Context: an optimization exercise on an open-source flow, tuned for small area, a short achievable clock period and few clock cycles. The choices shown serve that exercise and are no tape-out recipe.
Where RTL was checked, it was by simulation tests only, not by an equivalence proof against the original.

## CONVCOR
module CONVCOR(
  input             clk,
  input             rst_n,
  input             in_valid,
  input      [15:0] in_a,
  input      [15:0] in_b,
  input             in_mode,
  output            out_valid,
  output     [35:0] out
);
reg  [3:0]  cnt;           
reg         mode;
reg  [15:0] a0, a1, a2, b0, b1, b2;
reg  [15:0] x;             
reg  [3:0]  yr_one, yr_two, yr_neg, yi_one, yi_two, yi_neg;
reg  [1:0]  np, nq;
reg  [17:0] ps_ra, ps_rb, ps_ia, ps_ib;
reg  [35:0] acc, r, q;
reg         uacc;          
reg         ld_r, ld_q;
reg         ov, o_r, o_q, o_a, o_s;
wire        idle    = (cnt == 4'd0);
wire        start   = idle & in_valid;
wire        mode_nx = start ? in_mode : mode;
wire        swp     = idle ? in_mode : mode;
wire [15:0] a_in    = swp ? {in_a[7:0], in_a[15:8]} : in_a;
reg  [3:0]  cnt_nx;
always @(*) begin
  if (!rst_n)                                          cnt_nx = 4'd0;
  else if (idle)                                       cnt_nx = in_valid ? 4'd2 : 4'd0;
  else if ((mode && cnt == 4'd6) || (!mode && cnt == 4'd12)) cnt_nx = 4'd0;
  else                                                 cnt_nx = cnt + 4'd1;
end
reg [1:0] xs, ys;
reg       uacc_nx, ld_r_nx, ld_q_nx, ov_nx, o_r_nx, o_q_nx, o_a_nx, o_s_nx;
always @(*) begin
  xs = 2'd3; ys = 2'd3;
  uacc_nx = 1'b0; ld_r_nx = 1'b0; ld_q_nx = 1'b0;
  ov_nx = 1'b0; o_r_nx = 1'b0; o_q_nx = 1'b0; o_a_nx = 1'b0; o_s_nx = 1'b0;
  if (mode) begin
    case (cnt)
      4'd3: uacc_nx = 1'b1;
      4'd4: uacc_nx = 1'b1;
      4'd5: begin ov_nx = 1'b1; o_s_nx = 1'b1; end
      default: ;
    endcase
  end else begin
    case (cnt)
      4'd2:  begin xs = 2'd0;              ld_r_nx = 1'b1; end
      4'd3:  begin xs = 2'd1; ys = 2'd0; end
      4'd4:  begin xs = 2'd1; ys = 2'd1; uacc_nx = 1'b1; ld_q_nx = 1'b1; end
      4'd5:  begin xs = 2'd0; ys = 2'd2; end
      4'd6:  begin xs = 2'd2; ys = 2'd0; uacc_nx = 1'b1; end
      4'd7:  begin xs = 2'd1; ys = 2'd2; uacc_nx = 1'b1; ld_r_nx = 1'b1; ov_nx = 1'b1; o_r_nx = 1'b1; end
  ...
For scale: ~1600 cells after synthesis, about 330 flip-flops, about 73 I/O pins.
clock: 10.0 ns
lec_check: 0
cap_margin: 20
core_margin: 2
core_utilization: 40
slew_margin: 20
standard.sh (not shown) runs the stock make flow with config.mk's settings and CLKGATE_MAP_FILE= SYNTH_SCRIPT=/design/flow/synth_recipe.tcl, a recipe that flattens the netlist after the stock synthesis.
==> flow/flow/run.sh <==
#!/bin/bash
set -euo pipefail
bash standard.sh SETUP_SLACK_MARGIN=6.3 finish > make_finish.log 2>&1
The baseline completed without violations.
==> next run, changes <==
==> flow/flow/run.sh (replaced) <==
#!/bin/bash
set -euo pipefail
bash standard.sh SETUP_SLACK_MARGIN=6.0 finish > make_finish.log 2>&1
Global-route usage shrinks by 0.38 points; routed wire length stays flat.
==> next run, changes <==
==> flow/run.sh (new file) <==
#!/bin/bash
# synth_recipe.tcl (not shown) runs the flow's synth.tcl, then flattens the netlist and writes it again
# the make line also repeats each setting of config.mk as NAME=value (left out here)
make -C /OpenROAD-flow-scripts/flow DESIGN_CONFIG=/design/flow/config.mk WORK_HOME=/design/flow/orfs CLKGATE_MAP_FILE= SYNTH_SCRIPT=/design/flow/synth_recipe.tcl finish
--- a/flow/config.mk
+++ b/flow/config.mk
@@ -9,3 +9,4 @@
 export CORE_MARGIN = 2
 export CORE_UTILIZATION = 40
+export SETUP_SLACK_MARGIN = 5
 export SLEW_MARGIN = 20
removed: flow/flow/run.sh
removed: flow/standard.sh
Effect: Final area shrinks by about 1%. Utilization came out lower by 0.46 points. Sequential share of layout area went up by 0.33 points. Worst setup slack got worse by 0.64 ns. Die area is unchanged. Count of clock-buffer cells in the layout is unchanged. Final cell count stays flat.
==> next run, changes <==
==> flow/flow/run.sh (new file) <==
#!/bin/bash
set -euo pipefail
bash standard.sh SETUP_SLACK_MARGIN=7 finish > make_finish.log 2>&1
==> flow/standard.sh (new file) <==
#!/bin/bash
# synth_recipe.tcl (not shown) runs the flow's synth.tcl, then flattens the netlist and writes it again
# the make line also repeats each setting of config.mk as NAME=value (left out here)
make -C /OpenROAD-flow-scripts/flow DESIGN_CONFIG=/design/flow/config.mk WORK_HOME=/design/flow/orfs CLKGATE_MAP_FILE= SYNTH_SCRIPT=/design/flow/synth_recipe.tcl "${@:-finish}"
--- a/flow/config.mk
+++ b/flow/config.mk
@@ -9,4 +9,3 @@
 export CORE_MARGIN = 2
 export CORE_UTILIZATION = 40
-export SETUP_SLACK_MARGIN = 5
 export SLEW_MARGIN = 20
removed: flow/run.sh
After rerunning: Core utilization climbs by 7.4 points. Setup slack improves by 0.88 ns. Final area climbs by 16%. Routed wire length climbs by 22%. Synthesized cell count stays the same. Area after synthesis stays the same. Final cell count climbs by 8.2%. Via count climbs by 9.8%. Clock skew stays flat.
No functional check of the RTL was part of any run of this note.

## build 59
Another version of the RTL of CONVCOR (not shown whole).
Size: ~1500 cells after synthesis, about 73 I/O pins, ~0.017 sq mm of cells after synthesis.
Settings: LEC_CHECK=0, CAP_MARGIN=20, CORE_MARGIN=2, CORE_UTILIZATION=40, SLEW_MARGIN=20; clock period 10.0 ns.
==> flow/flow/run.sh <==
#!/bin/bash
set -euo pipefail
bash standard.sh SETUP_SLACK_MARGIN=7.2 "BUFFER_PORTS_ARGS=-buffer_cell sky130_fd_sc_hd__buf_2" finish > make_finish.log 2>&1
Testbench counts of build 59, summed over its fixed seeds: cycles 21,468.
Inputs modified between build 59 and build 82:
- CTS_CLUSTER_SIZE newly set to 24
- CORE_UTILIZATION changed from 40 to 65
- CTS_CLUSTER_DIAMETER newly set to 80
==> flow/flow/run.sh <==
#!/bin/bash
set -euo pipefail
bash standard.sh SETUP_SLACK_MARGIN=6.8 "BUFFER_PORTS_ARGS=-buffer_cell sky130_fd_sc_hd__buf_2" finish > make_finish.log 2>&1
### Flow results
Diff build 59 -> build 82 | cell area after layout | decrease of 16%
Build 82 gives less aggregate routed wire length than build 59 did.
Post-route worst setup slack (build 82 over build 59): increase, 0.064 ns
Relative to build 59, relative area change from synthesis to final layout has gone down in build 82.
Build 82 vs. build 59: number of antenna violations at the first check in global routing went down by 1.
Number of ordinary inverters in the final layout essentially unchanged between build 82 and build 59.
> inputs changed (build 82 -> build 7)
- CTS_CLUSTER_DIAMETER: 80 -> unset
- CORE_UTILIZATION: 65 -> 40
- CTS_CLUSTER_SIZE: 24 -> unset
Findings:
In the reports for build 7 and build 82, the larger die area belongs to build 7.
Compared with build 82, build 7 shows a lower global routing usage on met2.
Modified inputs, build 87 compared to build 7
- CTS_CLUSTER_SIZE newly set to 24
- CORE_UTILIZATION changed from 40 to 55
- CTS_CLUSTER_DIAMETER newly set to 80
==> flow/flow/run.sh <==
#!/bin/bash
set -euo pipefail
bash standard.sh SETUP_SLACK_MARGIN=6.9 "BUFFER_PORTS_ARGS=-buffer_cell sky130_fd_sc_hd__buf_2" finish > make_finish.log 2>&1
Build 87 reached the end of the flow, and the finished layout is clean on the timing, DRC and antenna checks. Relative to build 7, the final cell area reported for build 87 is lower. Against build 7, build 87 reports a effective utilization at floorplan that is higher. Worst path setup slack after routing is lower on build 7.

Another version of the RTL of CONVCOR (not shown whole).
Size in the first run: roughly 1600 cells after synthesis, ~260 flip-flops, roughly 18000 sq um of cells after synthesis.
clock: 10.0 ns
lec_check: 0
cap_margin: 20
core_margin: 2
core_utilization: 40
setup_slack_margin: 5
slew_margin: 20
run.sh (not shown) runs the stock make flow with config.mk's settings and CLKGATE_MAP_FILE= SYNTH_SCRIPT=/design/flow/synth_recipe.tcl, a recipe that flattens the netlist after the stock synthesis.
Stock flow here: none of the scripts above is used.
The first run produced a clean layout.
Testbench counts at the start, summed over its fixed seeds: cycles 19,068.
==> next run, changes <==
SETUP_SLACK_MARGIN = default   (was 5)
Result:
- The changed run finished with timing, DRC and antenna clean
- sequential share of layout area grows by 1.7 points
- maximum frequency shrinks by 29%
- global-route usage shrinks by 1.1 points
- hold slack gets better by 9.0 ps
- cell count shrinks by 3.0%
- synthesized area does not change
- setup slack gets worse by 2000 ps
- cell area shrinks by 6.5%
- clock-buffer cell count shrinks by 3
- flip-flop and latch count stays the same

Another version of the RTL of CONVCOR (not shown whole).
Size in the first run: about 1,600 cells after synthesis, roughly 320 flip-flops, ~18,000 sq um of cells after synthesis.
export LEC_CHECK = 0
export CAP_MARGIN = 20
export CORE_MARGIN = 2
export CORE_UTILIZATION = 60
export SLEW_MARGIN = 20
create_clock -name core_clock -period 10.0 [get_ports {clk}]
standard.sh (not shown) runs the stock make flow with config.mk's settings and CLKGATE_MAP_FILE= SYNTH_SCRIPT=/design/flow/synth_recipe.tcl, a recipe that flattens the netlist after the stock synthesis.
==> flow/flow/run.sh <==
#!/bin/bash
set -euo pipefail
bash standard.sh SETUP_SLACK_MARGIN=6.6 finish > make_finish.log 2>&1
Testbench counts at the start, summed over its fixed seeds: cycles 21,468.
Then changed:
==> flow/flow/run.sh (replaced) <==
#!/bin/bash
set -euo pipefail
bash standard.sh SETUP_SLACK_MARGIN=6.6 "BUFFER_PORTS_ARGS=-buffer_cell sky130_fd_sc_hd__buf_2" finish > make_finish.log 2>&1
- CORE_UTILIZATION: 60 -> 40
Result: The new run finished clean. Register-to-register slack is worse by 0.02 ns. Global-route usage falls by 6.9 points. Cell area came out lower by about 1.8%. Cell count goes up by 8.8%. Maximum frequency is higher by 2.6%. Setup slack is better by 0.089 ns.
Then changed:
==> flow/flow/run.sh (replaced) <==
#!/bin/bash
set -euo pipefail
bash standard.sh SETUP_SLACK_MARGIN=6.3 finish > make_finish.log 2>&1
The changed run completed without violations. Utilization is about the same. Sequential share of layout area fell by 0.25 points. Count of clock-buffer cells in the layout goes up by 2. Routed wire length falls by about 1.7%.
Then changed:
==> flow/flow/run.sh (replaced) <==
#!/bin/bash
set -euo pipefail
bash standard.sh SETUP_SLACK_MARGIN=6.6 finish > make_finish.log 2>&1
The changed run completed with no timing, DRC or antenna violations.
Via count came out higher by 1.4%.
Core utilization climbs by 0.70 points.
Non-clock buffer count went up by 24.
Setup slack gains 0.072 ns.
Wire length is higher by 4.6%.
Die area does not change.
Design area increases by about 1.5%.
Critical path depth rose by 3.

## re-timing with driven ports
The results above use ideal ports. As a check the final layouts listed here were re-extracted and re-timed, cells and wires unchanged. Step 1 (the two cells are an assumption about what drives the block):
set clk [get_ports {clk}]
set_driving_cell -lib_cell sky130_fd_sc_hd__clkbuf_16 $clk
set_driving_cell -lib_cell sky130_fd_sc_hd__buf_2 [delete_from_list [all_inputs] $clk]
Step 2 moves the port delays by t, midway between the first and last clock arrival at a register: inputs arrive t later, outputs are due t later. That takes back most of the time a late clock gives input paths. Slacks: ideal / step 1 / step 2; pairs: ideal / step 1.
run	t (ns)	setup slack, ns	pins driven straight from the clock port
the first run of note 1	0.583	6.332 / 6.280 / 5.883	1
the second run of note 1	0.595	6.080 / 6.027 / 5.875	1
the third run of note 1	0.595	5.438 / 5.438 / 5.438	1
the fourth run of note 1	0.599	6.321 / 6.269 / 6.472	1
build 59	0.587	6.700 / 6.642 / 6.717	1
build 82	0.559	6.765 / 6.714 / 6.593	1
build 7	0.593	6.750 / 6.696 / 6.677	1
build 87	0.568	6.765 / 6.714 / 6.581	1
the first run of note 3	0.603	4.970 / 4.970 / 4.559	1
the second run of note 3	0.601	2.941 / 2.941 / 2.925	1
the first run of note 4	0.549	6.490 / 6.441 / 6.361	1
the second run of note 4	0.587	6.579 / 6.579 / 6.486	1
the third run of note 4	0.580	6.380 / 6.324 / 6.358	1
the fourth run of note 4	0.582	6.452 / 6.395 / 6.334	1
After both steps every run listed still meets setup and hold. For the first run of note 1, which loses most, drivers alone change the setup slack by -0.052 ns; drivers and shift together by -0.449 ns.
